What follows belongs to an exercise in optimizing a design on an open flow for a short achievable clock period and few clock cycles; a production flow would make more cautious choices. In this exercise RTL edits were held to simulation tests only and were not proved equivalent to the original.

==> run a: inputs <==
==> flow/design.v (excerpt) <==
module RV32I(output [31:0] Result,
             output        wb_en,
             output [4:0]  wb_rd,
             output [31:0] imem_addr,
             input  [31:0] imem_data,
             input clk,rst);
==> flow/config.mk <==
export PLATFORM = sky130hd
export DESIGN_NAME = RV32I
export DESIGN_NICKNAME = RV32I
export VERILOG_FILES = /design/flow/design.v
export SDC_FILE = /design/flow/constraint.sdc
export NUM_CORES = 4
export LEC_CHECK = 0
export CAP_MARGIN = 20
export CELL_PAD_IN_SITES_DETAIL_PLACEMENT = 1
export CELL_PAD_IN_SITES_GLOBAL_PLACEMENT = 2
export CORE_MARGIN = 2
export CORE_UTILIZATION = 40
export SLEW_MARGIN = 20
==> flow/constraint.sdc <==
create_clock -name core_clock -period 27.0 [get_ports {clk}]
set_input_delay 5.4000 -clock core_clock [delete_from_list [all_inputs] [get_ports {clk}]]
set_output_delay 5.4000 -clock core_clock [all_outputs]
set_load 0.01 [all_outputs]
standard.sh (not shown) runs the stock make flow with config.mk's settings and CLKGATE_MAP_FILE= SYNTH_SCRIPT=/design/flow/synth_recipe.tcl, a recipe that flattens the netlist after the stock synthesis.
==> flow/flow/run.sh <==
#!/bin/bash
# Layout: the standard flow (standard synthesis unchanged), with repair_timing
# asked to keep a setup margin so that it sizes and buffers the critical paths
# (the design's 27 ns clock alone leaves them untouched). The SDC is not changed.
set -uo pipefail
bash standard.sh SETUP_SLACK_MARGIN=20.5 finish > flow_make.log 2>&1
status=$?
exit $status
==> inputs of run b, as changes to run a <==
==> flow/flow/run.sh (replaced) <==
#!/bin/bash
# Layout: the standard flow (standard synthesis unchanged), with repair_timing
# asked to keep a setup margin so that it sizes and buffers the critical paths
# (the design's 27 ns clock alone leaves them untouched), without gate cloning (its
# clones were left with max-slew violations). The SDC is not changed.
set -uo pipefail
bash standard.sh SETUP_SLACK_MARGIN=20.5 SKIP_GATE_CLONING=1 finish > flow_make.log 2>&1
status=$?
exit $status
- CORE_UTILIZATION: 40 -> 30
==> inputs of run c, as changes to run a <==
==> flow/run.sh (new file) <==
#!/bin/bash
# synth_recipe.tcl (not shown) runs the flow's synth.tcl, then flattens the netlist and writes it again
# the make line also repeats each setting of config.mk as NAME=value (left out here)
make -C /OpenROAD-flow-scripts/flow DESIGN_CONFIG=/design/flow/config.mk WORK_HOME=/design/flow/orfs CLKGATE_MAP_FILE= SYNTH_SCRIPT=/design/flow/synth_recipe.tcl finish
- CORE_UTILIZATION: 40 -> 30
removed: flow/flow/run.sh
removed: flow/standard.sh
==> flow_summary.ini <==
[outcome]
status = no timing/DRC/antenna violations

[finish]
syn2layout_area_growth_pct = 18.91

[min_path]
min_to = o_rd[0]$_DFF_P_

[power]
power_mw = 10.97
p_leak_nw = 67.12
seqPwrFrac_pct = 41.3

[floorplanning]
fp.dieW_um = 730.0

[clock_network]
insertion_delay_ns = 1.09
-- figures above: run b

==> flow_summary.ini <==
[setup_path]
crit_arrival_ns = 8.16

[power]
power_mw = 10.56
p_leak_nw = 65.84
seqPwrFrac_pct = 42.8

[floorplanning]
fp.dieW_um = 632.8

[outcome]
status = failed layout checks
so.violations = max-capacitance violations, max-slew violations

[min_path]
min_to = o_rd[1]$_DFF_P_

[clock_network]
insertion_delay_ns = 1.03

[job]
drv_cap = 2

[timing]
slew_violations = 6

[finish]
syn2layout_area_growth_pct = 15.71
-- figures above: run a

==> flow_summary.ini <==
[outcome]
status = no timing/DRC/antenna violations

[yosys]
yosysUniqueCellTypes = 99
synth_top_family_by_area = compound AO/OA/AOI/OAI gates
synthArstFlopShare_pct = 0

[detailed_routing]
initialDrtViolationCount = 22920

[power]
seqPwrFrac_pct = 42.2
p_leak_nw = 64.30
pg_comb_mw = 1.05
power_mw = 10.72

[min_path]
hold_path.class = reg2reg
min_to = o_rd[4]$_DFF_P_

[finish]
syn2layout_area_growth_pct = 14.72

[global_route]
met1_usage_pct = 51.26

[clock_network]
post-cts-setup-buffer-count = 0
insertion_delay_ns = 1.08

[floorplanning]
fp.dieW_um = 730.0
die-area_um2 = 532900
-- figures above: run c

Testbench counts of run a, summed over its fixed seeds: cycles 63,625.
Testbench counts of run b, summed over its fixed seeds: cycles 63,625.
Testbench counts of run c, summed over its fixed seeds: cycles 63,625.

## afterwards: timing with drivers on the ports
Ports are ideal in the flow. The routed layouts listed here were re-timed in OpenROAD.
Step 1 sets driving cells, clkbuf_16 on the clock port and buf_2 on the other inputs (assumed; they add their load-dependent delay and slew).
Step 2 also shifts input and output timing later by t, the mid clock arrival at the registers, as if the neighbouring blocks saw the same clock.
a / b / c = ideal / step 1 / step 2; a / b = the first two.
run | t (ns) | setup WS [ns] | hold slack, ns | cell pins on the clock port's net
run a | 1.122 | 19.758 / 19.758 / 19.411 | 0.329 / 0.329 / 0.329 | 1
run b | 1.164 | 19.715 / 19.716 / 19.328 | 0.326 / 0.326 / 0.326 | 1
run c | 1.157 | 17.361 / 17.361 / 17.361 | 0.320 / 0.320 / 0.320 | 1
The setup slack of run b, which loses most, moves by +0.001 ns with the drivers and by -0.387 ns with both steps.
